Source: an optimization exercise on an open RTL-to-GDS flow (aim: small area and a short achievable clock period). Production flows keep margins and buffers that such runs may drop.
In this exercise RTL edits were held to simulation tests only and were not proved equivalent to the original.

==> flow/design.v (outline; a module is shown in full before it is edited, if it fits) <==
// module mul33: 3077 lines
// module regfile: 25 lines
// module mdu: 28 lines
// module alu: 46 lines
// module divx: 389 lines
// module riscv_core: 245 lines
module riscv_core (
    input  clock,
    input  reset,
    output [31:0] bus_address,
    input  [31:0] bus_read_data,
    output [31:0] bus_write_data,
    output [3:0]  bus_byte_enable,
    output        bus_read_enable,
    output        bus_write_enable,
    input  [31:0] inst,
    output [31:0] pc
);
  // ...
==> flow/run.sh <==
#!/bin/bash
# synth_recipe.tcl (not shown) runs the flow's synth.tcl, then flattens the netlist and writes it again
# the make line also repeats each setting of config.mk as NAME=value (left out here)
make -C /OpenROAD-flow-scripts/flow DESIGN_CONFIG=/design/flow/config.mk WORK_HOME=/design/flow/orfs CLKGATE_MAP_FILE= SYNTH_SCRIPT=/design/flow/synth_recipe.tcl finish
==> flow/config.mk <==
export PLATFORM = sky130hd
export DESIGN_NAME = riscv_core
export DESIGN_NICKNAME = riscv_core
export VERILOG_FILES = /design/flow/design.v
export SDC_FILE = /design/flow/constraint.sdc
export NUM_CORES = 4
export LEC_CHECK = 0
export CAP_MARGIN = 20
export CORE_MARGIN = 2
export CORE_UTILIZATION = 45
export PLACE_DENSITY = 0.55
export SLEW_MARGIN = 20
==> flow/constraint.sdc <==
create_clock -name core_clock -period 100.0 [get_ports {clock}]
set_input_delay 20.0000 -clock core_clock [delete_from_list [all_inputs] [get_ports {clock}]]
set_output_delay 20.0000 -clock core_clock [all_outputs]
set_load 0.01 [all_outputs]
==> impl_metrics.toml, run 1 <==
[cells_and_area]
area_delta_synth_final_pct = 9.65
final_net_count = 18100
nMultiInputCombCells = 12600
fill_cells = 30700
utilization = 0.496
layout_commonest_cell = "nor2_1"
largest_reg_flops = 992

[outcome]
status = "no timing/DRC/antenna violations"

[global_route]
track_usage = 0.483
top_usage_layer = "met2"

[yosys]
postSynth.asyncResetShare = 0.0561
synth.distinct_cells = 128
yosys.area.top_type = "edfxtp_1"
synth_mux_area_frac = 0.0239
synth_fa_ha_area_frac = 0.234
yosysSeqAreaShare = 0.258
synth_top_family_by_area = "adder cells"
yosys.area_share.simple = 0.148

[worst_setup_path]
crit_end = "opb_e[28]$_DFF_P_"

[drt]
routed-wl-met3_um = 101000

[clock_network]
postCtsHoldBufs = 0
ctsLongestPathBuffers = 4

[die]
die_area_um2 = 324000

[place]
hpwl_um = 579000

[sta]
clock_skew_ps = 91.2
max_freq_ghz = 0.0150

[flow_run]
maxCapViolCount = 0
==> run 2: changes to the inputs <==
--- a/flow/design.v
+++ b/flow/design.v
@@ -3170,403 +3170,533 @@
             5'b01110, 5'b01111:     result = mul_result;
             5'b10000, 5'b10001,
             5'b10010, 5'b10011:         result = div_result;
             default:                     result = 32'b0;
         endcase
     end
 endmodule
 module divx (input [31:0] a, input [31:0] d, output [31:0] q, output [31:0] r);
-    logic [31:0] R [0:16];
+    logic [31:0] R [0:11];
     assign R[0] = 32'b0;
-    wire [1:0] x1 = a[31:30];
-    wire [1:0] k1_1 = 2'(1) * d[1:0];
-    wire f1_1 = d <= 32'd3;
-    wire [2:0] s1_1 = {1'b0, x1} - {1'b0, k1_1};
-    wire g1_1 = f1_1 & ~s1_1[2];
-    wire [1:0] k1_2 = 2'(2) * d[1:0];
-    wire f1_2 = d <= 32'd1;
-    wire [2:0] s1_2 = {1'b0, x1} - {1'b0, k1_2};
-    wire g1_2 = f1_2 & ~s1_2[2];
-    wire [1:0] k1_3 = 2'(3) * d[1:0];
-    wire f1_3 = d <= 32'd1;
-    wire [2:0] s1_3 = {1'b0, x1} - {1'b0, k1_3};
-    wire g1_3 = f1_3 & ~s1_3[2];
+    wire [2:0] x1 = a[31:29];
+    wire [2:0] k1_1 = 3'(1) * d[2:0];
+    wire f1_1 = d <= 32'd7;
+    wire [3:0] s1_1 = {1'b0, x1} - {1'b0, k1_1};
+    wire g1_1 = f1_1 & ~s1_1[3];
+    wire [2:0] k1_2 = 3'(2) * d[2:0];
+    wire f1_2 = d <= 32'd3;
+    wire [3:0] s1_2 = {1'b0, x1} - {1'b0, k1_2};
+    wire g1_2 = f1_2 & ~s1_2[3];
+    wire [2:0] k1_3 = 3'(3) * d[2:0];
+    wire f1_3 = d <= 32'd2;
+    wire [3:0] s1_3 = {1'b0, x1} - {1'b0, k1_3};
+    wire g1_3 = f1_3 & ~s1_3[3];
+    wire [2:0] k1_4 = 3'(4) * d[2:0];
+    wire f1_4 = d <= 32'd1;
+    wire [3:0] s1_4 = {1'b0, x1} - {1'b0, k1_4};
+    wire g1_4 = f1_4 & ~s1_4[3];
+    wire [2:0] k1_5 = 3'(5) * d[2:0];
+    wire f1_5 = d <= 32'd1;
+    wire [3:0] s1_5 = {1'b0, x1} - {1'b0, k1_5};
+    wire g1_5 = f1_5 & ~s1_5[3];
+    wire [2:0] k1_6 = 3'(6) * d[2:0];
+    wire f1_6 = d <= 32'd1;
+    wire [3:0] s1_6 = {1'b0, x1} - {1'b0, k1_6};
+    wire g1_6 = f1_6 & ~s1_6[3];
+    wire [2:0] k1_7 = 3'(7) * d[2:0];
+    wire f1_7 = d <= 32'd1;
+    wire [3:0] s1_7 = {1'b0, x1} - {1'b0, k1_7};
+    wire g1_7 = f1_7 & ~s1_7[3];
     wire o1_0 = ~g1_1;
     wire o1_1 = g1_1 & ~g1_2;
     wire o1_2 = g1_2 & ~g1_3;
-    wire o1_3 = g1_3;
-    wire [1:0] n1 = ({2{o1_0}} & x1)
-        | ({2{o1_1}} & s1_1[1:0])
-        | ({2{o1_2}} & s1_2[1:0])
-        | ({2{o1_3}} & s1_3[1:0]);
-    assign R[1] = {30'b0, n1[1:0]};
-    assign q[30] = o1_1 | o1_3;
-    assign q[31] = o1_2 | o1_3;
-    wire [3:0] x2 = {R[1][1:0], a[29:28]};
-    wire [3:0] k2_1 = 4'(1) * d[3:0];
-    wire f2_1 = d <= 32'd15;
-    wire [4:0] s2_1 = {1'b0, x2} - {1'b0, k2_1};
-    wire g2_1 = f2_1 & ~s2_1[4];
-    wire [3:0] k2_2 = 4'(2) * d[3:0];
-    wire f2_2 = d <= 32'd7;
-    wire [4:0] s2_2 = {1'b0, x2} - {1'b0, k2_2};
-    wire g2_2 = f2_2 & ~s2_2[4];
-    wire [3:0] k2_3 = 4'(3) * d[3:0];
-    wire f2_3 = d <= 32'd5;
-    wire [4:0] s2_3 = {1'b0, x2} - {1'b0, k2_3};
-    wire g2_3 = f2_3 & ~s2_3[4];
+    wire o1_3 = g1_3 & ~g1_4;
+    wire o1_4 = g1_4 & ~g1_5;
+    wire o1_5 = g1_5 & ~g1_6;
+    wire o1_6 = g1_6 & ~g1_7;
+    wire o1_7 = g1_7;
+    wire [2:0] n1 = ({3{o1_0}} & x1)
+        | ({3{o1_1}} & s1_1[2:0])
+        | ({3{o1_2}} & s1_2[2:0])
+        | ({3{o1_3}} & s1_3[2:0])
+        | ({3{o1_4}} & s1_4[2:0])
+        | ({3{o1_5}} & s1_5[2:0])
+        | ({3{o1_6}} & s1_6[2:0])
+        | ({3{o1_7}} & s1_7[2:0]);
+    assign R[1] = {29'b0, n1[2:0]};
+    assign q[29] = o1_1 | o1_3 | o1_5 | o1_7;
+    assign q[30] = o1_2 | o1_3 | o1_6 | o1_7;
+    assign q[31] = o1_4 | o1_5 | o1_6 | o1_7;
+    wire [5:0] x2 = {R[1][2:0], a[28:26]};
+    wire [5:0] k2_1 = 6'(1) * d[5:0];
+    wire f2_1 = d <= 32'd63;
+    wire [6:0] s2_1 = {1'b0, x2} - {1'b0, k2_1};
+    wire g2_1 = f2_1 & ~s2_1[6];
+    wire [5:0] k2_2 = 6'(2) * d[5:0];
+    wire f2_2 = d <= 32'd31;
+    wire [6:0] s2_2 = {1'b0, x2} - {1'b0, k2_2};
+    wire g2_2 = f2_2 & ~s2_2[6];
+    wire [5:0] k2_3 = 6'(3) * d[5:0];
+    wire f2_3 = d <= 32'd21;
+    wire [6:0] s2_3 = {1'b0, x2} - {1'b0, k2_3};
+    wire g2_3 = f2_3 & ~s2_3[6];
+    wire [5:0] k2_4 = 6'(4) * d[5:0];
+    wire f2_4 = d <= 32'd15;
+    wire [6:0] s2_4 = {1'b0, x2} - {1'b0, k2_4};
+    wire g2_4 = f2_4 & ~s2_4[6];
+    wire [5:0] k2_5 = 6'(5) * d[5:0];
+    wire f2_5 = d <= 32'd12;
+    wire [6:0] s2_5 = {1'b0, x2} - {1'b0, k2_5};
+    wire g2_5 = f2_5 & ~s2_5[6];
+    wire [5:0] k2_6 = 6'(6) * d[5:0];
+    wire f2_6 = d <= 32'd10;
+    wire [6:0] s2_6 = {1'b0, x2} - {1'b0, k2_6};
+    wire g2_6 = f2_6 & ~s2_6[6];
+    wire [5:0] k2_7 = 6'(7) * d[5:0];
+    wire f2_7 = d <= 32'd9;
+    wire [6:0] s2_7 = {1'b0, x2} - {1'b0, k2_7};
+    wire g2_7 = f2_7 & ~s2_7[6];
     wire o2_0 = ~g2_1;
     wire o2_1 = g2_1 & ~g2_2;
     wire o2_2 = g2_2 & ~g2_3;
-    wire o2_3 = g2_3;
-    wire [3:0] n2 = ({4{o2_0}} & x2)
-        | ({4{o2_1}} & s2_1[3:0])
-        | ({4{o2_2}} & s2_2[3:0])
-        | ({4{o2_3}} & s2_3[3:0]);
-    assign R[2] = {28'b0, n2[3:0]};
-    assign q[28] = o2_1 | o2_3;
-    assign q[29] = o2_2 | o2_3;
-    wire [5:0] x3 = {R[2][3:0], a[27:26]};
-    wire [5:0] k3_1 = 6'(1) * d[5:0];
-    wire f3_1 = d <= 32'd63;
-    wire [6:0] s3_1 = {1'b0, x3} - {1'b0, k3_1};
-    wire g3_1 = f3_1 & ~s3_1[6];
-    wire [5:0] k3_2 = 6'(2) * d[5:0];
-    wire f3_2 = d <= 32'd31;
-    wire [6:0] s3_2 = {1'b0, x3} - {1'b0, k3_2};
-    wire g3_2 = f3_2 & ~s3_2[6];
-    wire [5:0] k3_3 = 6'(3) * d[5:0];
-    wire f3_3 = d <= 32'd21;
-    wire [6:0] s3_3 = {1'b0, x3} - {1'b0, k3_3};
-    wire g3_3 = f3_3 & ~s3_3[6];
+    wire o2_3 = g2_3 & ~g2_4;
+    wire o2_4 = g2_4 & ~g2_5;
+    wire o2_5 = g2_5 & ~g2_6;
+    wire o2_6 = g2_6 & ~g2_7;
+    wire o2_7 = g2_7;
+    wire [5:0] n2 = ({6{o2_0}} & x2)
+        | ({6{o2_1}} & s2_1[5:0])
+        | ({6{o2_2}} & s2_2[5:0])
+        | ({6{o2_3}} & s2_3[5:0])
+        | ({6{o2_4}} & s2_4[5:0])
+        | ({6{o2_5}} & s2_5[5:0])
+        | ({6{o2_6}} & s2_6[5:0])
+        | ({6{o2_7}} & s2_7[5:0]);
+    assign R[2] = {26'b0, n2[5:0]};
+    assign q[26] = o2_1 | o2_3 | o2_5 | o2_7;
+    assign q[27] = o2_2 | o2_3 | o2_6 | o2_7;
+    assign q[28] = o2_4 | o2_5 | o2_6 | o2_7;
+    wire [8:0] x3 = {R[2][5:0], a[25:23]};
+    wire [8:0] k3_1 = 9'(1) * d[8:0];
+    wire f3_1 = d <= 32'd511;
+    wire [9:0] s3_1 = {1'b0, x3} - {1'b0, k3_1};
+    wire g3_1 = f3_1 & ~s3_1[9];
+    wire [8:0] k3_2 = 9'(2) * d[8:0];
+    wire f3_2 = d <= 32'd255;
+    wire [9:0] s3_2 = {1'b0, x3} - {1'b0, k3_2};
+    wire g3_2 = f3_2 & ~s3_2[9];
+    wire [8:0] k3_3 = 9'(3) * d[8:0];
+    wire f3_3 = d <= 32'd170;
+    wire [9:0] s3_3 = {1'b0, x3} - {1'b0, k3_3};
+    wire g3_3 = f3_3 & ~s3_3[9];
+    wire [8:0] k3_4 = 9'(4) * d[8:0];
+    wire f3_4 = d <= 32'd127;
+    wire [9:0] s3_4 = {1'b0, x3} - {1'b0, k3_4};
+    wire g3_4 = f3_4 & ~s3_4[9];
+    wire [8:0] k3_5 = 9'(5) * d[8:0];
+    wire f3_5 = d <= 32'd102;
+    wire [9:0] s3_5 = {1'b0, x3} - {1'b0, k3_5};
+    wire g3_5 = f3_5 & ~s3_5[9];
+    wire [8:0] k3_6 = 9'(6) * d[8:0];
+    wire f3_6 = d <= 32'd85;
+    wire [9:0] s3_6 = {1'b0, x3} - {1'b0, k3_6};
+    wire g3_6 = f3_6 & ~s3_6[9];
+    wire [8:0] k3_7 = 9'(7) * d[8:0];
+    wire f3_7 = d <= 32'd73;
+    wire [9:0] s3_7 = {1'b0, x3} - {1'b0, k3_7};
+    wire g3_7 = f3_7 & ~s3_7[9];
     wire o3_0 = ~g3_1;
     wire o3_1 = g3_1 & ~g3_2;
     wire o3_2 = g3_2 & ~g3_3;
-    wire o3_3 = g3_3;
-    wire [5:0] n3 = ({6{o3_0}} & x3)
-        | ({6{o3_1}} & s3_1[5:0])
-        | ({6{o3_2}} & s3_2[5:0])
-        | ({6{o3_3}} & s3_3[5:0]);
-    assign R[3] = {26'b0, n3[5:0]};
-    assign q[26] = o3_1 | o3_3;
-    assign q[27] = o3_2 | o3_3;
-    wire [7:0] x4 = {R[3][5:0], a[25:24]};
-    wire [7:0] k4_1 = 8'(1) * d[7:0];
-    wire f4_1 = d <= 32'd255;
-    wire [8:0] s4_1 = {1'b0, x4} - {1'b0, k4_1};
-    wire g4_1 = f4_1 & ~s4_1[8];
-    wire [7:0] k4_2 = 8'(2) * d[7:0];
-    wire f4_2 = d <= 32'd127;
-    wire [8:0] s4_2 = {1'b0, x4} - {1'b0, k4_2};
-    wire g4_2 = f4_2 & ~s4_2[8];
-    wire [7:0] k4_3 = 8'(3) * d[7:0];
-    wire f4_3 = d <= 32'd85;
-    wire [8:0] s4_3 = {1'b0, x4} - {1'b0, k4_3};
-    wire g4_3 = f4_3 & ~s4_3[8];
+    wire o3_3 = g3_3 & ~g3_4;
+    wire o3_4 = g3_4 & ~g3_5;
+    wire o3_5 = g3_5 & ~g3_6;
+    wire o3_6 = g3_6 & ~g3_7;
+    wire o3_7 = g3_7;
+    wire [8:0] n3 = ({9{o3_0}} & x3)
+        | ({9{o3_1}} & s3_1[8:0])
+        | ({9{o3_2}} & s3_2[8:0])
+        | ({9{o3_3}} & s3_3[8:0])
+        | ({9{o3_4}} & s3_4[8:0])
+        | ({9{o3_5}} & s3_5[8:0])
+        | ({9{o3_6}} & s3_6[8:0])
+        | ({9{o3_7}} & s3_7[8:0]);
+    assign R[3] = {23'b0, n3[8:0]};
+    assign q[23] = o3_1 | o3_3 | o3_5 | o3_7;
+    assign q[24] = o3_2 | o3_3 | o3_6 | o3_7;
+    assign q[25] = o3_4 | o3_5 | o3_6 | o3_7;
+    wire [11:0] x4 = {R[3][8:0], a[22:20]};
+    wire [11:0] k4_1 = 12'(1) * d[11:0];
+    wire f4_1 = d <= 32'd4095;
+    wire [12:0] s4_1 = {1'b0, x4} - {1'b0, k4_1};
+    wire g4_1 = f4_1 & ~s4_1[12];
+    wire [11:0] k4_2 = 12'(2) * d[11:0];
+    wire f4_2 = d <= 32'd2047;
+    wire [12:0] s4_2 = {1'b0, x4} - {1'b0, k4_2};
+    wire g4_2 = f4_2 & ~s4_2[12];
+    wire [11:0] k4_3 = 12'(3) * d[11:0];
+    wire f4_3 = d <= 32'd1365;
+    wire [12:0] s4_3 = {1'b0, x4} - {1'b0, k4_3};
+    wire g4_3 = f4_3 & ~s4_3[12];
+    wire [11:0] k4_4 = 12'(4) * d[11:0];
+    wire f4_4 = d <= 32'd1023;
+    wire [12:0] s4_4 = {1'b0, x4} - {1'b0, k4_4};
+    wire g4_4 = f4_4 & ~s4_4[12];
+    wire [11:0] k4_5 = 12'(5) * d[11:0];
+    wire f4_5 = d <= 32'd819;
+    wire [12:0] s4_5 = {1'b0, x4} - {1'b0, k4_5};
+    wire g4_5 = f4_5 & ~s4_5[12];
+    wire [11:0] k4_6 = 12'(6) * d[11:0];
+    wire f4_6 = d <= 32'd682;
+    wire [12:0] s4_6 = {1'b0, x4} - {1'b0, k4_6};
+    wire g4_6 = f4_6 & ~s4_6[12];
+    wire [11:0] k4_7 = 12'(7) * d[11:0];
+    wire f4_7 = d <= 32'd585;
+    wire [12:0] s4_7 = {1'b0, x4} - {1'b0, k4_7};
+    wire g4_7 = f4_7 & ~s4_7[12];
     wire o4_0 = ~g4_1;
     wire o4_1 = g4_1 & ~g4_2;
     wire o4_2 = g4_2 & ~g4_3;
-    wire o4_3 = g4_3;
-    wire [7:0] n4 = ({8{o4_0}} & x4)
-        | ({8{o4_1}} & s4_1[7:0])
-        | ({8{o4_2}} & s4_2[7:0])
-        | ({8{o4_3}} & s4_3[7:0]);
-    assign R[4] = {24'b0, n4[7:0]};
-    assign q[24] = o4_1 | o4_3;
-    assign q[25] = o4_2 | o4_3;
-    wire [9:0] x5 = {R[4][7:0], a[23:22]};
-    wire [9:0] k5_1 = 10'(1) * d[9:0];
-    wire f5_1 = d <= 32'd1023;
-    wire [10:0] s5_1 = {1'b0, x5} - {1'b0, k5_1};
-    wire g5_1 = f5_1 & ~s5_1[10];
-    wire [9:0] k5_2 = 10'(2) * d[9:0];
-    wire f5_2 = d <= 32'd511;
-    wire [10:0] s5_2 = {1'b0, x5} - {1'b0, k5_2};
-    wire g5_2 = f5_2 & ~s5_2[10];
-    wire [9:0] k5_3 = 10'(3) * d[9:0];
-    wire f5_3 = d <= 32'd341;
-    wire [10:0] s5_3 = {1'b0, x5} - {1'b0, k5_3};
-    wire g5_3 = f5_3 & ~s5_3[10];
+    wire o4_3 = g4_3 & ~g4_4;
+    wire o4_4 = g4_4 & ~g4_5;
+    wire o4_5 = g4_5 & ~g4_6;
+    wire o4_6 = g4_6 & ~g4_7;
+    wire o4_7 = g4_7;
+    wire [11:0] n4 = ({12{o4_0}} & x4)
+        | ({12{o4_1}} & s4_1[11:0])
+        | ({12{o4_2}} & s4_2[11:0])
+        | ({12{o4_3}} & s4_3[11:0])
+        | ({12{o4_4}} & s4_4[11:0])
+        | ({12{o4_5}} & s4_5[11:0])
+        | ({12{o4_6}} & s4_6[11:0])
+        | ({12{o4_7}} & s4_7[11:0]);
+    assign R[4] = {20'b0, n4[11:0]};
+    assign q[20] = o4_1 | o4_3 | o4_5 | o4_7;
+    assign q[21] = o4_2 | o4_3 | o4_6 | o4_7;
+    assign q[22] = o4_4 | o4_5 | o4_6 | o4_7;
+    wire [14:0] x5 = {R[4][11:0], a[19:17]};
+    wire [14:0] k5_1 = 15'(1) * d[14:0];
+    wire f5_1 = d <= 32'd32767;
+    wire [15:0] s5_1 = {1'b0, x5} - {1'b0, k5_1};
+    wire g5_1 = f5_1 & ~s5_1[15];
+    wire [14:0] k5_2 = 15'(2) * d[14:0];
+    wire f5_2 = d <= 32'd16383;
+    wire [15:0] s5_2 = {1'b0, x5} - {1'b0, k5_2};
+    wire g5_2 = f5_2 & ~s5_2[15];
+    wire [14:0] k5_3 = 15'(3) * d[14:0];
+    wire f5_3 = d <= 32'd10922;
+    wire [15:0] s5_3 = {1'b0, x5} - {1'b0, k5_3};
+    wire g5_3 = f5_3 & ~s5_3[15];
+    wire [14:0] k5_4 = 15'(4) * d[14:0];
+    wire f5_4 = d <= 32'd8191;
+    wire [15:0] s5_4 = {1'b0, x5} - {1'b0, k5_4};
+    wire g5_4 = f5_4 & ~s5_4[15];
+    wire [14:0] k5_5 = 15'(5) * d[14:0];
+    wire f5_5 = d <= 32'd6553;
+    wire [15:0] s5_5 = {1'b0, x5} - {1'b0, k5_5};
+    wire g5_5 = f5_5 & ~s5_5[15];
+    wire [14:0] k5_6 = 15'(6) * d[14:0];
+    wire f5_6 = d <= 32'd5461;
+    wire [15:0] s5_6 = {1'b0, x5} - {1'b0, k5_6};
+    wire g5_6 = f5_6 & ~s5_6[15];
+    wire [14:0] k5_7 = 15'(7) * d[14:0];
+    wire f5_7 = d <= 32'd4681;
+    wire [15:0] s5_7 = {1'b0, x5} - {1'b0, k5_7};
+    wire g5_7 = f5_7 & ~s5_7[15];
     wire o5_0 = ~g5_1;
     wire o5_1 = g5_1 & ~g5_2;
     wire o5_2 = g5_2 & ~g5_3;
-    wire o5_3 = g5_3;
-    wire [9:0] n5 = ({10{o5_0}} & x5)
-        | ({10{o5_1}} & s5_1[9:0])
-        | ({10{o5_2}} & s5_2[9:0])
-        | ({10{o5_3}} & s5_3[9:0]);
-    assign R[5] = {22'b0, n5[9:0]};
-    assign q[22] = o5_1 | o5_3;
-    assign q[23] = o5_2 | o5_3;
-    wire [11:0] x6 = {R[5][9:0], a[21:20]};
-    wire [11:0] k6_1 = 12'(1) * d[11:0];
-    wire f6_1 = d <= 32'd4095;
-    wire [12:0] s6_1 = {1'b0, x6} - {1'b0, k6_1};
-    wire g6_1 = f6_1 & ~s6_1[12];
-    wire [11:0] k6_2 = 12'(2) * d[11:0];
-    wire f6_2 = d <= 32'd2047;
-    wire [12:0] s6_2 = {1'b0, x6} - {1'b0, k6_2};
-    wire g6_2 = f6_2 & ~s6_2[12];
-    wire [11:0] k6_3 = 12'(3) * d[11:0];
-    wire f6_3 = d <= 32'd1365;
-    wire [12:0] s6_3 = {1'b0, x6} - {1'b0, k6_3};
-    wire g6_3 = f6_3 & ~s6_3[12];
+    wire o5_3 = g5_3 & ~g5_4;
+    wire o5_4 = g5_4 & ~g5_5;
+    wire o5_5 = g5_5 & ~g5_6;
+    wire o5_6 = g5_6 & ~g5_7;
+    wire o5_7 = g5_7;
+    wire [14:0] n5 = ({15{o5_0}} & x5)
+        | ({15{o5_1}} & s5_1[14:0])
+        | ({15{o5_2}} & s5_2[14:0])
+        | ({15{o5_3}} & s5_3[14:0])
+        | ({15{o5_4}} & s5_4[14:0])
+        | ({15{o5_5}} & s5_5[14:0])
+        | ({15{o5_6}} & s5_6[14:0])
+        | ({15{o5_7}} & s5_7[14:0]);
+    assign R[5] = {17'b0, n5[14:0]};
+    assign q[17] = o5_1 | o5_3 | o5_5 | o5_7;
+    assign q[18] = o5_2 | o5_3 | o5_6 | o5_7;
+    assign q[19] = o5_4 | o5_5 | o5_6 | o5_7;
+    wire [17:0] x6 = {R[5][14:0], a[16:14]};
+    wire [17:0] k6_1 = 18'(1) * d[17:0];
+    wire f6_1 = d <= 32'd262143;
+    wire [18:0] s6_1 = {1'b0, x6} - {1'b0, k6_1};
+    wire g6_1 = f6_1 & ~s6_1[18];
+    wire [17:0] k6_2 = 18'(2) * d[17:0];
+    wire f6_2 = d <= 32'd131071;
+    wire [18:0] s6_2 = {1'b0, x6} - {1'b0, k6_2};
+    wire g6_2 = f6_2 & ~s6_2[18];
+    wire [17:0] k6_3 = 18'(3) * d[17:0];
+    wire f6_3 = d <= 32'd87381;
+    wire [18:0] s6_3 = {1'b0, x6} - {1'b0, k6_3};
+    wire g6_3 = f6_3 & ~s6_3[18];
+    wire [17:0] k6_4 = 18'(4) * d[17:0];
+    wire f6_4 = d <= 32'd65535;
+    wire [18:0] s6_4 = {1'b0, x6} - {1'b0, k6_4};
+    wire g6_4 = f6_4 & ~s6_4[18];
+    wire [17:0] k6_5 = 18'(5) * d[17:0];
+    wire f6_5 = d <= 32'd52428;
+    wire [18:0] s6_5 = {1'b0, x6} - {1'b0, k6_5};
+    wire g6_5 = f6_5 & ~s6_5[18];
+    wire [17:0] k6_6 = 18'(6) * d[17:0];
+    wire f6_6 = d <= 32'd43690;
+    wire [18:0] s6_6 = {1'b0, x6} - {1'b0, k6_6};
+    wire g6_6 = f6_6 & ~s6_6[18];
+    wire [17:0] k6_7 = 18'(7) * d[17:0];
+    wire f6_7 = d <= 32'd37449;
+    wire [18:0] s6_7 = {1'b0, x6} - {1'b0, k6_7};
+    wire g6_7 = f6_7 & ~s6_7[18];
     wire o6_0 = ~g6_1;
     wire o6_1 = g6_1 & ~g6_2;
     wire o6_2 = g6_2 & ~g6_3;
-    wire o6_3 = g6_3;
-    wire [11:0] n6 = ({12{o6_0}} & x6)
-        | ({12{o6_1}} & s6_1[11:0])
-        | ({12{o6_2}} & s6_2[11:0])
-        | ({12{o6_3}} & s6_3[11:0]);
-    assign R[6] = {20'b0, n6[11:0]};
-    assign q[20] = o6_1 | o6_3;
-    assign q[21] = o6_2 | o6_3;
-    wire [13:0] x7 = {R[6][11:0], a[19:18]};
-    wire [13:0] k7_1 = 14'(1) * d[13:0];
-    wire f7_1 = d <= 32'd16383;
-    wire [14:0] s7_1 = {1'b0, x7} - {1'b0, k7_1};
-    wire g7_1 = f7_1 & ~s7_1[14];
-    wire [13:0] k7_2 = 14'(2) * d[13:0];
-    wire f7_2 = d <= 32'd8191;
-    wire [14:0] s7_2 = {1'b0, x7} - {1'b0, k7_2};
-    wire g7_2 = f7_2 & ~s7_2[14];
-    wire [13:0] k7_3 = 14'(3) * d[13:0];
-    wire f7_3 = d <= 32'd5461;
-    wire [14:0] s7_3 = {1'b0, x7} - {1'b0, k7_3};
-    wire g7_3 = f7_3 & ~s7_3[14];
+    wire o6_3 = g6_3 & ~g6_4;
+    wire o6_4 = g6_4 & ~g6_5;
+    wire o6_5 = g6_5 & ~g6_6;
+    wire o6_6 = g6_6 & ~g6_7;
+    wire o6_7 = g6_7;
+    wire [17:0] n6 = ({18{o6_0}} & x6)
+        | ({18{o6_1}} & s6_1[17:0])
+        | ({18{o6_2}} & s6_2[17:0])
+        | ({18{o6_3}} & s6_3[17:0])
+        | ({18{o6_4}} & s6_4[17:0])
+        | ({18{o6_5}} & s6_5[17:0])
+        | ({18{o6_6}} & s6_6[17:0])
+        | ({18{o6_7}} & s6_7[17:0]);
+    assign R[6] = {14'b0, n6[17:0]};
+    assign q[14] = o6_1 | o6_3 | o6_5 | o6_7;
+    assign q[15] = o6_2 | o6_3 | o6_6 | o6_7;
+    assign q[16] = o6_4 | o6_5 | o6_6 | o6_7;
+    wire [20:0] x7 = {R[6][17:0], a[13:11]};
+    wire [20:0] k7_1 = 21'(1) * d[20:0];
+    wire f7_1 = d <= 32'd2097151;
+    wire [21:0] s7_1 = {1'b0, x7} - {1'b0, k7_1};
+    wire g7_1 = f7_1 & ~s7_1[21];
+    wire [20:0] k7_2 = 21'(2) * d[20:0];
+    wire f7_2 = d <= 32'd1048575;
+    wire [21:0] s7_2 = {1'b0, x7} - {1'b0, k7_2};
+    wire g7_2 = f7_2 & ~s7_2[21];
+    wire [20:0] k7_3 = 21'(3) * d[20:0];
+    wire f7_3 = d <= 32'd699050;
+    wire [21:0] s7_3 = {1'b0, x7} - {1'b0, k7_3};
+    wire g7_3 = f7_3 & ~s7_3[21];
+    wire [20:0] k7_4 = 21'(4) * d[20:0];
+    wire f7_4 = d <= 32'd524287;
+    wire [21:0] s7_4 = {1'b0, x7} - {1'b0, k7_4};
+    wire g7_4 = f7_4 & ~s7_4[21];
+    wire [20:0] k7_5 = 21'(5) * d[20:0];
+    wire f7_5 = d <= 32'd419430;
+    wire [21:0] s7_5 = {1'b0, x7} - {1'b0, k7_5};
+    wire g7_5 = f7_5 & ~s7_5[21];
+    wire [20:0] k7_6 = 21'(6) * d[20:0];
+    wire f7_6 = d <= 32'd349525;
+    wire [21:0] s7_6 = {1'b0, x7} - {1'b0, k7_6};
+    wire g7_6 = f7_6 & ~s7_6[21];
+    wire [20:0] k7_7 = 21'(7) * d[20:0];
+    wire f7_7 = d <= 32'd299593;
+    wire [21:0] s7_7 = {1'b0, x7} - {1'b0, k7_7};
+    wire g7_7 = f7_7 & ~s7_7[21];
     wire o7_0 = ~g7_1;
     wire o7_1 = g7_1 & ~g7_2;
     wire o7_2 = g7_2 & ~g7_3;
-    wire o7_3 = g7_3;
-    wire [13:0] n7 = ({14{o7_0}} & x7)
-        | ({14{o7_1}} & s7_1[13:0])
-        | ({14{o7_2}} & s7_2[13:0])
-        | ({14{o7_3}} & s7_3[13:0]);
-    assign R[7] = {18'b0, n7[13:0]};
-    assign q[18] = o7_1 | o7_3;
-    assign q[19] = o7_2 | o7_3;
-    wire [15:0] x8 = {R[7][13:0], a[17:16]};
-    wire [15:0] k8_1 = 16'(1) * d[15:0];
-    wire f8_1 = d <= 32'd65535;
-    wire [16:0] s8_1 = {1'b0, x8} - {1'b0, k8_1};
-    wire g8_1 = f8_1 & ~s8_1[16];
-    wire [15:0] k8_2 = 16'(2) * d[15:0];
-    wire f8_2 = d <= 32'd32767;
-    wire [16:0] s8_2 = {1'b0, x8} - {1'b0, k8_2};
-    wire g8_2 = f8_2 & ~s8_2[16];
-    wire [15:0] k8_3 = 16'(3) * d[15:0];
-    wire f8_3 = d <= 32'd21845;
-    wire [16:0] s8_3 = {1'b0, x8} - {1'b0, k8_3};
-    wire g8_3 = f8_3 & ~s8_3[16];
+    wire o7_3 = g7_3 & ~g7_4;
+    wire o7_4 = g7_4 & ~g7_5;
+    wire o7_5 = g7_5 & ~g7_6;
+    wire o7_6 = g7_6 & ~g7_7;
+    wire o7_7 = g7_7;
+    wire [20:0] n7 = ({21{o7_0}} & x7)
+        | ({21{o7_1}} & s7_1[20:0])
+        | ({21{o7_2}} & s7_2[20:0])
+        | ({21{o7_3}} & s7_3[20:0])
+        | ({21{o7_4}} & s7_4[20:0])
+        | ({21{o7_5}} & s7_5[20:0])
+        | ({21{o7_6}} & s7_6[20:0])
+        | ({21{o7_7}} & s7_7[20:0]);
+    assign R[7] = {11'b0, n7[20:0]};
+    assign q[11] = o7_1 | o7_3 | o7_5 | o7_7;
+    assign q[12] = o7_2 | o7_3 | o7_6 | o7_7;
+    assign q[13] = o7_4 | o7_5 | o7_6 | o7_7;
+    wire [23:0] x8 = {R[7][20:0], a[10:8]};
+    wire [23:0] k8_1 = 24'(1) * d[23:0];
+    wire f8_1 = d <= 32'd16777215;
+    wire [24:0] s8_1 = {1'b0, x8} - {1'b0, k8_1};
+    wire g8_1 = f8_1 & ~s8_1[24];
+    wire [23:0] k8_2 = 24'(2) * d[23:0];
+    wire f8_2 = d <= 32'd8388607;
+    wire [24:0] s8_2 = {1'b0, x8} - {1'b0, k8_2};
+    wire g8_2 = f8_2 & ~s8_2[24];
+    wire [23:0] k8_3 = 24'(3) * d[23:0];
+    wire f8_3 = d <= 32'd5592405;
+    wire [24:0] s8_3 = {1'b0, x8} - {1'b0, k8_3};
+    wire g8_3 = f8_3 & ~s8_3[24];
+    wire [23:0] k8_4 = 24'(4) * d[23:0];
+    wire f8_4 = d <= 32'd4194303;
+    wire [24:0] s8_4 = {1'b0, x8} - {1'b0, k8_4};
+    wire g8_4 = f8_4 & ~s8_4[24];
+    wire [23:0] k8_5 = 24'(5) * d[23:0];
+    wire f8_5 = d <= 32'd3355443;
+    wire [24:0] s8_5 = {1'b0, x8} - {1'b0, k8_5};
+    wire g8_5 = f8_5 & ~s8_5[24];
+    wire [23:0] k8_6 = 24'(6) * d[23:0];
+    wire f8_6 = d <= 32'd2796202;
+    wire [24:0] s8_6 = {1'b0, x8} - {1'b0, k8_6};
+    wire g8_6 = f8_6 & ~s8_6[24];
+    wire [23:0] k8_7 = 24'(7) * d[23:0];
+    wire f8_7 = d <= 32'd2396745;
+    wire [24:0] s8_7 = {1'b0, x8} - {1'b0, k8_7};
+    wire g8_7 = f8_7 & ~s8_7[24];
     wire o8_0 = ~g8_1;
     wire o8_1 = g8_1 & ~g8_2;
     wire o8_2 = g8_2 & ~g8_3;
-    wire o8_3 = g8_3;
-    wire [15:0] n8 = ({16{o8_0}} & x8)
-        | ({16{o8_1}} & s8_1[15:0])
-        | ({16{o8_2}} & s8_2[15:0])
-        | ({16{o8_3}} & s8_3[15:0]);
-    assign R[8] = {16'b0, n8[15:0]};
-    assign q[16] = o8_1 | o8_3;
-    assign q[17] = o8_2 | o8_3;
-    wire [17:0] x9 = {R[8][15:0], a[15:14]};
-    wire [17:0] k9_1 = 18'(1) * d[17:0];
-    wire f9_1 = d <= 32'd262143;
-    wire [18:0] s9_1 = {1'b0, x9} - {1'b0, k9_1};
-    wire g9_1 = f9_1 & ~s9_1[18];
-    wire [17:0] k9_2 = 18'(2) * d[17:0];
-    wire f9_2 = d <= 32'd131071;
-    wire [18:0] s9_2 = {1'b0, x9} - {1'b0, k9_2};
-    wire g9_2 = f9_2 & ~s9_2[18];
-    wire [17:0] k9_3 = 18'(3) * d[17:0];
-    wire f9_3 = d <= 32'd87381;
-    wire [18:0] s9_3 = {1'b0, x9} - {1'b0, k9_3};
-    wire g9_3 = f9_3 & ~s9_3[18];
+    wire o8_3 = g8_3 & ~g8_4;
+    wire o8_4 = g8_4 & ~g8_5;
+    wire o8_5 = g8_5 & ~g8_6;
+    wire o8_6 = g8_6 & ~g8_7;
+    wire o8_7 = g8_7;
+    wire [23:0] n8 = ({24{o8_0}} & x8)
+        | ({24{o8_1}} & s8_1[23:0])
+        | ({24{o8_2}} & s8_2[23:0])
+        | ({24{o8_3}} & s8_3[23:0])
+        | ({24{o8_4}} & s8_4[23:0])
+        | ({24{o8_5}} & s8_5[23:0])
+        | ({24{o8_6}} & s8_6[23:0])
+        | ({24{o8_7}} & s8_7[23:0]);
+    assign R[8] = {8'b0, n8[23:0]};
+    assign q[8] = o8_1 | o8_3 | o8_5 | o8_7;
+    assign q[9] = o8_2 | o8_3 | o8_6 | o8_7;
+    assign q[10] = o8_4 | o8_5 | o8_6 | o8_7;
+    wire [26:0] x9 = {R[8][23:0], a[7:5]};
+    wire [26:0] k9_1 = 27'(1) * d[26:0];
+    wire f9_1 = d <= 32'd134217727;
+    wire [27:0] s9_1 = {1'b0, x9} - {1'b0, k9_1};
+    wire g9_1 = f9_1 & ~s9_1[27];
+    wire [26:0] k9_2 = 27'(2) * d[26:0];
+    wire f9_2 = d <= 32'd67108863;
+    wire [27:0] s9_2 = {1'b0, x9} - {1'b0, k9_2};
+    wire g9_2 = f9_2 & ~s9_2[27];
+    wire [26:0] k9_3 = 27'(3) * d[26:0];
+    wire f9_3 = d <= 32'd44739242;
+    wire [27:0] s9_3 = {1'b0, x9} - {1'b0, k9_3};
+    wire g9_3 = f9_3 & ~s9_3[27];
+    wire [26:0] k9_4 = 27'(4) * d[26:0];
+    wire f9_4 = d <= 32'd33554431;
+    wire [27:0] s9_4 = {1'b0, x9} - {1'b0, k9_4};
+    wire g9_4 = f9_4 & ~s9_4[27];
+    wire [26:0] k9_5 = 27'(5) * d[26:0];
+    wire f9_5 = d <= 32'd26843545;
+    wire [27:0] s9_5 = {1'b0, x9} - {1'b0, k9_5};
+    wire g9_5 = f9_5 & ~s9_5[27];
+    wire [26:0] k9_6 = 27'(6) * d[26:0];
+    wire f9_6 = d <= 32'd22369621;
+    wire [27:0] s9_6 = {1'b0, x9} - {1'b0, k9_6};
+    wire g9_6 = f9_6 & ~s9_6[27];
+    wire [26:0] k9_7 = 27'(7) * d[26:0];
+    wire f9_7 = d <= 32'd19173961;
+    wire [27:0] s9_7 = {1'b0, x9} - {1'b0, k9_7};
+    wire g9_7 = f9_7 & ~s9_7[27];
     wire o9_0 = ~g9_1;
     wire o9_1 = g9_1 & ~g9_2;
     wire o9_2 = g9_2 & ~g9_3;
-    wire o9_3 = g9_3;
-    wire [17:0] n9 = ({18{o9_0}} & x9)
-        | ({18{o9_1}} & s9_1[17:0])
-        | ({18{o9_2}} & s9_2[17:0])
-        | ({18{o9_3}} & s9_3[17:0]);
-    assign R[9] = {14'b0, n9[17:0]};
-    assign q[14] = o9_1 | o9_3;
-    assign q[15] = o9_2 | o9_3;
-    wire [19:0] x10 = {R[9][17:0], a[13:12]};
-    wire [19:0] k10_1 = 20'(1) * d[19:0];
-    wire f10_1 = d <= 32'd1048575;
-    wire [20:0] s10_1 = {1'b0, x10} - {1'b0, k10_1};
-    wire g10_1 = f10_1 & ~s10_1[20];
-    wire [19:0] k10_2 = 20'(2) * d[19:0];
-    wire f10_2 = d <= 32'd524287;
-    wire [20:0] s10_2 = {1'b0, x10} - {1'b0, k10_2};
-    wire g10_2 = f10_2 & ~s10_2[20];
-    wire [19:0] k10_3 = 20'(3) * d[19:0];
-    wire f10_3 = d <= 32'd349525;
-    wire [20:0] s10_3 = {1'b0, x10} - {1'b0, k10_3};
-    wire g10_3 = f10_3 & ~s10_3[20];
+    wire o9_3 = g9_3 & ~g9_4;
+    wire o9_4 = g9_4 & ~g9_5;
+    wire o9_5 = g9_5 & ~g9_6;
+    wire o9_6 = g9_6 & ~g9_7;
+    wire o9_7 = g9_7;
+    wire [26:0] n9 = ({27{o9_0}} & x9)
+        | ({27{o9_1}} & s9_1[26:0])
+        | ({27{o9_2}} & s9_2[26:0])
+        | ({27{o9_3}} & s9_3[26:0])
+        | ({27{o9_4}} & s9_4[26:0])
+        | ({27{o9_5}} & s9_5[26:0])
+        | ({27{o9_6}} & s9_6[26:0])
+        | ({27{o9_7}} & s9_7[26:0]);
+    assign R[9] = {5'b0, n9[26:0]};
+    assign q[5] = o9_1 | o9_3 | o9_5 | o9_7;
+    assign q[6] = o9_2 | o9_3 | o9_6 | o9_7;
+    assign q[7] = o9_4 | o9_5 | o9_6 | o9_7;
+    wire [29:0] x10 = {R[9][26:0], a[4:2]};
+    wire [29:0] k10_1 = 30'(1) * d[29:0];
+    wire f10_1 = d <= 32'd1073741823;
+    wire [30:0] s10_1 = {1'b0, x10} - {1'b0, k10_1};
+    wire g10_1 = f10_1 & ~s10_1[30];
+    wire [29:0] k10_2 = 30'(2) * d[29:0];
+    wire f10_2 = d <= 32'd536870911;
+    wire [30:0] s10_2 = {1'b0, x10} - {1'b0, k10_2};
+    wire g10_2 = f10_2 & ~s10_2[30];
+    wire [29:0] k10_3 = 30'(3) * d[29:0];
+    wire f10_3 = d <= 32'd357913941;
+    wire [30:0] s10_3 = {1'b0, x10} - {1'b0, k10_3};
+    wire g10_3 = f10_3 & ~s10_3[30];
+    wire [29:0] k10_4 = 30'(4) * d[29:0];
+    wire f10_4 = d <= 32'd268435455;
+    wire [30:0] s10_4 = {1'b0, x10} - {1'b0, k10_4};
+    wire g10_4 = f10_4 & ~s10_4[30];
+    wire [29:0] k10_5 = 30'(5) * d[29:0];
+    wire f10_5 = d <= 32'd214748364;
+    wire [30:0] s10_5 = {1'b0, x10} - {1'b0, k10_5};
+    wire g10_5 = f10_5 & ~s10_5[30];
+    wire [29:0] k10_6 = 30'(6) * d[29:0];
+    wire f10_6 = d <= 32'd178956970;
+    wire [30:0] s10_6 = {1'b0, x10} - {1'b0, k10_6};
+    wire g10_6 = f10_6 & ~s10_6[30];
+    wire [29:0] k10_7 = 30'(7) * d[29:0];
+    wire f10_7 = d <= 32'd153391689;
+    wire [30:0] s10_7 = {1'b0, x10} - {1'b0, k10_7};
+    wire g10_7 = f10_7 & ~s10_7[30];
     wire o10_0 = ~g10_1;
     wire o10_1 = g10_1 & ~g10_2;
     wire o10_2 = g10_2 & ~g10_3;
-    wire o10_3 = g10_3;
-    wire [19:0] n10 = ({20{o10_0}} & x10)
-        | ({20{o10_1}} & s10_1[19:0])
-        | ({20{o10_2}} & s10_2[19:0])
-        | ({20{o10_3}} & s10_3[19:0]);
-    assign R[10] = {12'b0, n10[19:0]};
-    assign q[12] = o10_1 | o10_3;
-    assign q[13] = o10_2 | o10_3;
-    wire [21:0] x11 = {R[10][19:0], a[11:10]};
-    wire [21:0] k11_1 = 22'(1) * d[21:0];
-    wire f11_1 = d <= 32'd4194303;
-    wire [22:0] s11_1 = {1'b0, x11} - {1'b0, k11_1};
-    wire g11_1 = f11_1 & ~s11_1[22];
-    wire [21:0] k11_2 = 22'(2) * d[21:0];
-    wire f11_2 = d <= 32'd2097151;
-    wire [22:0] s11_2 = {1'b0, x11} - {1'b0, k11_2};
-    wire g11_2 = f11_2 & ~s11_2[22];
-    wire [21:0] k11_3 = 22'(3) * d[21:0];
-    wire f11_3 = d <= 32'd1398101;
-    wire [22:0] s11_3 = {1'b0, x11} - {1'b0, k11_3};
-    wire g11_3 = f11_3 & ~s11_3[22];
+    wire o10_3 = g10_3 & ~g10_4;
+    wire o10_4 = g10_4 & ~g10_5;
+    wire o10_5 = g10_5 & ~g10_6;
+    wire o10_6 = g10_6 & ~g10_7;
+    wire o10_7 = g10_7;
+    wire [29:0] n10 = ({30{o10_0}} & x10)
+        | ({30{o10_1}} & s10_1[29:0])
+        | ({30{o10_2}} & s10_2[29:0])
+        | ({30{o10_3}} & s10_3[29:0])
+        | ({30{o10_4}} & s10_4[29:0])
+        | ({30{o10_5}} & s10_5[29:0])
+        | ({30{o10_6}} & s10_6[29:0])
+        | ({30{o10_7}} & s10_7[29:0]);
+    assign R[10] = {2'b0, n10[29:0]};
+    assign q[2] = o10_1 | o10_3 | o10_5 | o10_7;
+    assign q[3] = o10_2 | o10_3 | o10_6 | o10_7;
+    assign q[4] = o10_4 | o10_5 | o10_6 | o10_7;
+    wire [31:0] x11 = {R[10][29:0], a[1:0]};
+    wire [31:0] k11_1 = 32'(1) * d[31:0];
+    wire f11_1 = d <= 32'd4294967295;
+    wire [32:0] s11_1 = {1'b0, x11} - {1'b0, k11_1};
+    wire g11_1 = f11_1 & ~s11_1[32];
+    wire [31:0] k11_2 = 32'(2) * d[31:0];
+    wire f11_2 = d <= 32'd2147483647;
+    wire [32:0] s11_2 = {1'b0, x11} - {1'b0, k11_2};
+    wire g11_2 = f11_2 & ~s11_2[32];
+    wire [31:0] k11_3 = 32'(3) * d[31:0];
+    wire f11_3 = d <= 32'd1431655765;
+    wire [32:0] s11_3 = {1'b0, x11} - {1'b0, k11_3};
+    wire g11_3 = f11_3 & ~s11_3[32];
     wire o11_0 = ~g11_1;
     wire o11_1 = g11_1 & ~g11_2;
     wire o11_2 = g11_2 & ~g11_3;
     wire o11_3 = g11_3;
-    wire [21:0] n11 = ({22{o11_0}} & x11)
-        | ({22{o11_1}} & s11_1[21:0])
-        | ({22{o11_2}} & s11_2[21:0])
-        | ({22{o11_3}} & s11_3[21:0]);
-    assign R[11] = {10'b0, n11[21:0]};
-    assign q[10] = o11_1 | o11_3;
-    assign q[11] = o11_2 | o11_3;
-    wire [23:0] x12 = {R[11][21:0], a[9:8]};
-    wire [23:0] k12_1 = 24'(1) * d[23:0];
-    wire f12_1 = d <= 32'd16777215;
-    wire [24:0] s12_1 = {1'b0, x12} - {1'b0, k12_1};
-    wire g12_1 = f12_1 & ~s12_1[24];
-    wire [23:0] k12_2 = 24'(2) * d[23:0];
-    wire f12_2 = d <= 32'd8388607;
-    wire [24:0] s12_2 = {1'b0, x12} - {1'b0, k12_2};
-    wire g12_2 = f12_2 & ~s12_2[24];
-    wire [23:0] k12_3 = 24'(3) * d[23:0];
-    wire f12_3 = d <= 32'd5592405;
-    wire [24:0] s12_3 = {1'b0, x12} - {1'b0, k12_3};
-    wire g12_3 = f12_3 & ~s12_3[24];
-    wire o12_0 = ~g12_1;
-    wire o12_1 = g12_1 & ~g12_2;
-    wire o12_2 = g12_2 & ~g12_3;
-    wire o12_3 = g12_3;
-    wire [23:0] n12 = ({24{o12_0}} & x12)
-        | ({24{o12_1}} & s12_1[23:0])
-        | ({24{o12_2}} & s12_2[23:0])
-        | ({24{o12_3}} & s12_3[23:0]);
-    assign R[12] = {8'b0, n12[23:0]};
-    assign q[8] = o12_1 | o12_3;
-    assign q[9] = o12_2 | o12_3;
-    wire [25:0] x13 = {R[12][23:0], a[7:6]};
-    wire [25:0] k13_1 = 26'(1) * d[25:0];
-    wire f13_1 = d <= 32'd67108863;
-    wire [26:0] s13_1 = {1'b0, x13} - {1'b0, k13_1};
-    wire g13_1 = f13_1 & ~s13_1[26];
-    wire [25:0] k13_2 = 26'(2) * d[25:0];
-    wire f13_2 = d <= 32'd33554431;
-    wire [26:0] s13_2 = {1'b0, x13} - {1'b0, k13_2};
-    wire g13_2 = f13_2 & ~s13_2[26];
-    wire [25:0] k13_3 = 26'(3) * d[25:0];
-    wire f13_3 = d <= 32'd22369621;
-    wire [26:0] s13_3 = {1'b0, x13} - {1'b0, k13_3};
-    wire g13_3 = f13_3 & ~s13_3[26];
-    wire o13_0 = ~g13_1;
-    wire o13_1 = g13_1 & ~g13_2;
-    wire o13_2 = g13_2 & ~g13_3;
-    wire o13_3 = g13_3;
-    wire [25:0] n13 = ({26{o13_0}} & x13)
-        | ({26{o13_1}} & s13_1[25:0])
-        | ({26{o13_2}} & s13_2[25:0])
-        | ({26{o13_3}} & s13_3[25:0]);
-    assign R[13] = {6'b0, n13[25:0]};
-    assign q[6] = o13_1 | o13_3;
-    assign q[7] = o13_2 | o13_3;
-    wire [27:0] x14 = {R[13][25:0], a[5:4]};
-    wire [27:0] k14_1 = 28'(1) * d[27:0];
-    wire f14_1 = d <= 32'd268435455;
-    wire [28:0] s14_1 = {1'b0, x14} - {1'b0, k14_1};
-    wire g14_1 = f14_1 & ~s14_1[28];
-    wire [27:0] k14_2 = 28'(2) * d[27:0];
-    wire f14_2 = d <= 32'd134217727;
-    wire [28:0] s14_2 = {1'b0, x14} - {1'b0, k14_2};
-    wire g14_2 = f14_2 & ~s14_2[28];
-    wire [27:0] k14_3 = 28'(3) * d[27:0];
-    wire f14_3 = d <= 32'd89478485;
-    wire [28:0] s14_3 = {1'b0, x14} - {1'b0, k14_3};
-    wire g14_3 = f14_3 & ~s14_3[28];
-    wire o14_0 = ~g14_1;
-    wire o14_1 = g14_1 & ~g14_2;
-    wire o14_2 = g14_2 & ~g14_3;
-    wire o14_3 = g14_3;
-    wire [27:0] n14 = ({28{o14_0}} & x14)
-        | ({28{o14_1}} & s14_1[27:0])
-        | ({28{o14_2}} & s14_2[27:0])
-        | ({28{o14_3}} & s14_3[27:0]);
-    assign R[14] = {4'b0, n14[27:0]};
-    assign q[4] = o14_1 | o14_3;
-    assign q[5] = o14_2 | o14_3;
-    wire [29:0] x15 = {R[14][27:0], a[3:2]};
-    wire [29:0] k15_1 = 30'(1) * d[29:0];
-    wire f15_1 = d <= 32'd1073741823;
-    wire [30:0] s15_1 = {1'b0, x15} - {1'b0, k15_1};
-    wire g15_1 = f15_1 & ~s15_1[30];
-    wire [29:0] k15_2 = 30'(2) * d[29:0];
-    wire f15_2 = d <= 32'd536870911;
-    wire [30:0] s15_2 = {1'b0, x15} - {1'b0, k15_2};
-    wire g15_2 = f15_2 & ~s15_2[30];
-    wire [29:0] k15_3 = 30'(3) * d[29:0];
-    wire f15_3 = d <= 32'd357913941;
-    wire [30:0] s15_3 = {1'b0, x15} - {1'b0, k15_3};
-    wire g15_3 = f15_3 & ~s15_3[30];
-    wire o15_0 = ~g15_1;
-    wire o15_1 = g15_1 & ~g15_2;
-    wire o15_2 = g15_2 & ~g15_3;
-    wire o15_3 = g15_3;
-    wire [29:0] n15 = ({30{o15_0}} & x15)
-        | ({30{o15_1}} & s15_1[29:0])
-        | ({30{o15_2}} & s15_2[29:0])
-        | ({30{o15_3}} & s15_3[29:0]);
-    assign R[15] = {2'b0, n15[29:0]};
-    assign q[2] = o15_1 | o15_3;
-    assign q[3] = o15_2 | o15_3;
-    wire [31:0] x16 = {R[15][29:0], a[1:0]};
-    wire [31:0] k16_1 = 32'(1) * d[31:0];
-    wire f16_1 = d <= 32'd4294967295;
-    wire [32:0] s16_1 = {1'b0, x16} - {1'b0, k16_1};
-    wire g16_1 = f16_1 & ~s16_1[32];
-    wire [31:0] k16_2 = 32'(2) * d[31:0];
-    wire f16_2 = d <= 32'd2147483647;
-    wire [32:0] s16_2 = {1'b0, x16} - {1'b0, k16_2};
-    wire g16_2 = f16_2 & ~s16_2[32];
-    wire [31:0] k16_3 = 32'(3) * d[31:0];
-    wire f16_3 = d <= 32'd1431655765;
-    wire [32:0] s16_3 = {1'b0, x16} - {1'b0, k16_3};
-    wire g16_3 = f16_3 & ~s16_3[32];
-    wire o16_0 = ~g16_1;
-    wire o16_1 = g16_1 & ~g16_2;
-    wire o16_2 = g16_2 & ~g16_3;
-    wire o16_3 = g16_3;
-    wire [31:0] n16 = ({32{o16_0}} & x16)
-        | ({32{o16_1}} & s16_1[31:0])
-        | ({32{o16_2}} & s16_2[31:0])
-        | ({32{o16_3}} & s16_3[31:0]);
-    assign R[16] = n16[31:0];
-    assign q[0] = o16_1 | o16_3;
-    assign q[1] = o16_2 | o16_3;
-    assign r = R[16];
+    wire [31:0] n11 = ({32{o11_0}} & x11)
+        | ({32{o11_1}} & s11_1[31:0])
+        | ({32{o11_2}} & s11_2[31:0])
+        | ({32{o11_3}} & s11_3[31:0]);
+    assign R[11] = n11[31:0];
+    assign q[0] = o11_1 | o11_3;
+    assign q[1] = o11_2 | o11_3;
+    assign r = R[11];
 endmodule
 module riscv_core (
     input  clock,
     input  reset,
     output [31:0] bus_address,
     input  [31:0] bus_read_data,
     output [31:0] bus_write_data,
     output [3:0]  bus_byte_enable,
==> run 2 against run 1 <==
- now fails the layout checks on capacitance limit, slew limit
- setup slack improved by 12000 ps
- critical path depth is 42 lower
- worst hold slack got worse by 5.1 ps
- via count increased by 23%
- routed wire length grew 25%
- first-iteration DRC count increased by 29%
- critical path type unchanged
- largest cell class unchanged
- highest routed layer unchanged
==> impl_metrics.toml, run 2 <==
[drt]
vias = 176000
routed-wl-met3_um = 141000
finalWirelength_um = 1010000
drc = 0
vias_per_cell = 7.28
met2_length_um = 408000
top_layer = "met5"
ant_nets = 0
firstDrtPassIters = 13
drt_iter0_markers = 29300
wirelength_met1_um = 349000
wl_per_cell_um = 41.9

[cells_and_area]
multiInputGateArea_um2 = 123000
area_delta_synth_final_pct = 10.0
final_cell_area_um2 = 183000
drive_gt1_frac = 0.0827
fill_cells = 35300
mostFrequentLayoutCells = "nor2_1 (1,873), ha_1 (1,547), inv_1 (1,287)"
final_cells = 24200
layout_commonest_cell = "nor2_1"
final_net_count = 21700
seqCellArea_um2 = 37100
regMostFlops = "regfile.register"
largest_reg_flops = 992

[yosys]
synth_mux_area_frac = 0.0172
synth.distinct_cells = 130
yosys.area.top_type = "edfxtp_1"
ys.warnings.count = 5
synth_top_family_by_area = "compound AO/OA/AOI/OAI gates"
synth_cells = 18900
synth_top_area_share = 0.185
synth_compound_area_frac = 0.246
synth_area_um2 = 166000
synth_xor_area_frac = 0.0664
yosys_most_used_dff = "edfxtp_1"
synth_fa_ha_area_frac = 0.242
yosysSeqAreaShare = 0.223
synth-seq-cells = 1320
synth-edff-count = 1024
yosys.area_share.simple = 0.156
avgSynthCellArea_um2 = 8.82
synthTopCellsByArea = "edfxtp_1 (18%), fa_1 (12%), ha_1 (12%), nor2_1 (4.5%), xnor2_1 (4.3%)"
synthTopCellsByCount = "nor2_1 (1,981), ha_1 (1,547), inv_1 (1,306), a21oi_1 (1,189), nand2_1 (1,080)"
syn_nets = 21500
postSynth.asyncResetShare = 0.0561
synth.most_common_cell = "nor2_1"

[worst_setup_path]
end_kind = "register"
critPathKind = "reg -> reg"
cp-start-kind = "register"
slowest_stage = "a311oi_2"
crit_fanout = 32
reg2reg_slack_ps = 45490
path_common_cell = "ha_1"
r2r.worst_path.cells = 149
cp.required_ps = 100710
crit_path_max_incr_delay_ps = 980
critPathArrivalTime_ps = 55220

[flow_run]
maxCapViolCount = 2

[min_path]
worstHoldPathCells = 0
min_path_type = "reg -> reg"

[place]
gp_congestion = 1.13
place_area_um2 = 177000
port_buffers = 167
hpwl_um = 738000
pre_cts_ws_ps = 48420
placedCellCount = 23700

[clock_network]
htree_levels = 4
clk_latency_ps = 850
postCtsHoldBufs = 0
path_clk_slew_ps = 70
cts_tree = "done"
root_buffer = "clkbuf_16"
ctsLongestPathBuffers = 3
post_cts_buffers = 0
clock_sinks = 1320
cts.repair.resized = 0
cts_made_buffers = 135

[die]
die_area_um2 = 374000
initial_core_util = 0.451
core_um2 = 368000
num_io_pins = 168
die-width_um = 612
fp.dieH_um = 612
rows = 223

[sta]
finalHoldViolCount = 0
fin_tns_setup_ps = 0
rsz0062_at_grt = "false"
worst_pin_slew_ps = 1830
clock_skew_ps = 47.1
period_share = 0.545
slew_headroom = -0.225
max_freq_ghz = 0.0183
finalSetupViolCount = 0
worst_slack_ps = 45490
slew_violations = 26
finalWorstPathRequiredPeriod_ps = 54510

[global_route]
grt_max_degree = 69
grt-ovfl-total = 0
antenna_found_initial = 135
track_usage = 0.525
grt_pass1_vias = 162000
grt_pass1_wl_um = 1360000

[outcome]
status = "finished with violations"
violations = "capacitance limit, slew limit"
## run 2: logic make-up after synthesis
logic type,after synthesis
adder cells (fa/ha/maj),2591
buffers and inverters,2176
XOR/XNOR,1259
flip-flops,1320
multiplexers,268
AO/OA/AOI/OAI,5847
AND/OR/NAND/NOR,5396
## run 2: worst paths after layout
| path | endpoint | from |
|---|---|---|
| worst max-delay path | opb_e[15]$_DFF_P_ | opb_e[1]$_DFF_P_ |
| worst max register to register | opb_e[15]$_DFF_P_ | opb_e[1]$_DFF_P_ |
| worst min-delay path | wload_m$_DFF_P_ | wload_e$_DFF_P_ |
| min in group asynchronous | inst_d[18]$_DFFE_PP0P_ | reset |
| worst min register to register | wload_m$_DFF_P_ | wload_e$_DFF_P_ |
| max in group asynchronous | pc_q[16]$_DFFE_PP0P_ | reset |
## run 2: area by class of cell
class / count / area share
Multi-Input combinational cell: 15400 / 0.671
Antenna cell: 194 / 0.00265
Sequential cell: 1320 / 0.203
Inverter: 1341 / 0.0275
Clock inverter: 79 / 0.00512
Timing Repair Buffer: 849 / 0.0377
Clock buffer: 171 / 0.0198
Tap cell: 4837 / 0.0331
## run 2: per-layer routing
metal / vias up / track usage
met5: - / 0.00439
met4: 66 / 0.481
met3: 4465 / 0.208
met2: 15500 / 0.736
met1: 85300 / 0.613
li1: 70500 / -
## run 2: worst max-delay path, delay by kind of cell (launching register included)
kind	cells	cell delay (ps)
flip-flops	1	560
XOR/XNOR	2	830
AO/OA/AOI/OAI	79	25880
AND/OR/NAND/NOR	46	18640
adder cells (fa/ha/maj)	12	5230
multiplexers	1	270
buffers and inverters	9	2730
## run 2: stage by stage
stage	hold slack [ps]	utilization
5_1_grt	328	0.496
2_1_floorplan	310	-
6_report	327	0.497
3_5_place_dp	313	0.482
4_1_cts	327	0.494
3_3_place_gp	313	0.481

[separate check: timing with driven ports]
How much do the figures lean on ideal ports? The routed layouts below were timed once more, with nothing changed but the port constraints. Step 1 assumes that a clkbuf_16 drives the clock port and a buf_2 every other input. Step 2 adds t to the input delays and takes it off the output delays; t is the mean of the earliest and latest rising clock arrival at the registers after step 1. Input paths then give back, and output paths get back, about the clock's delay inside the block. Slacks: ideal / step 1 / step 2; pairs: ideal / step 1.
| run | t, ns | setup slack, ns | worst setup path after step 2 | slew at the worst register clock pin (ns) | pins driven straight from the clock port |
|---|---|---|---|---|---|
| run 1 | 0.895 | 33.402 / 33.402 / 33.402 | register to register | 0.09 / 0.09 | 1 |
| run 2 | 0.905 | 45.486 / 45.486 / 45.486 | register to register | 0.07 / 0.07 | 1 |
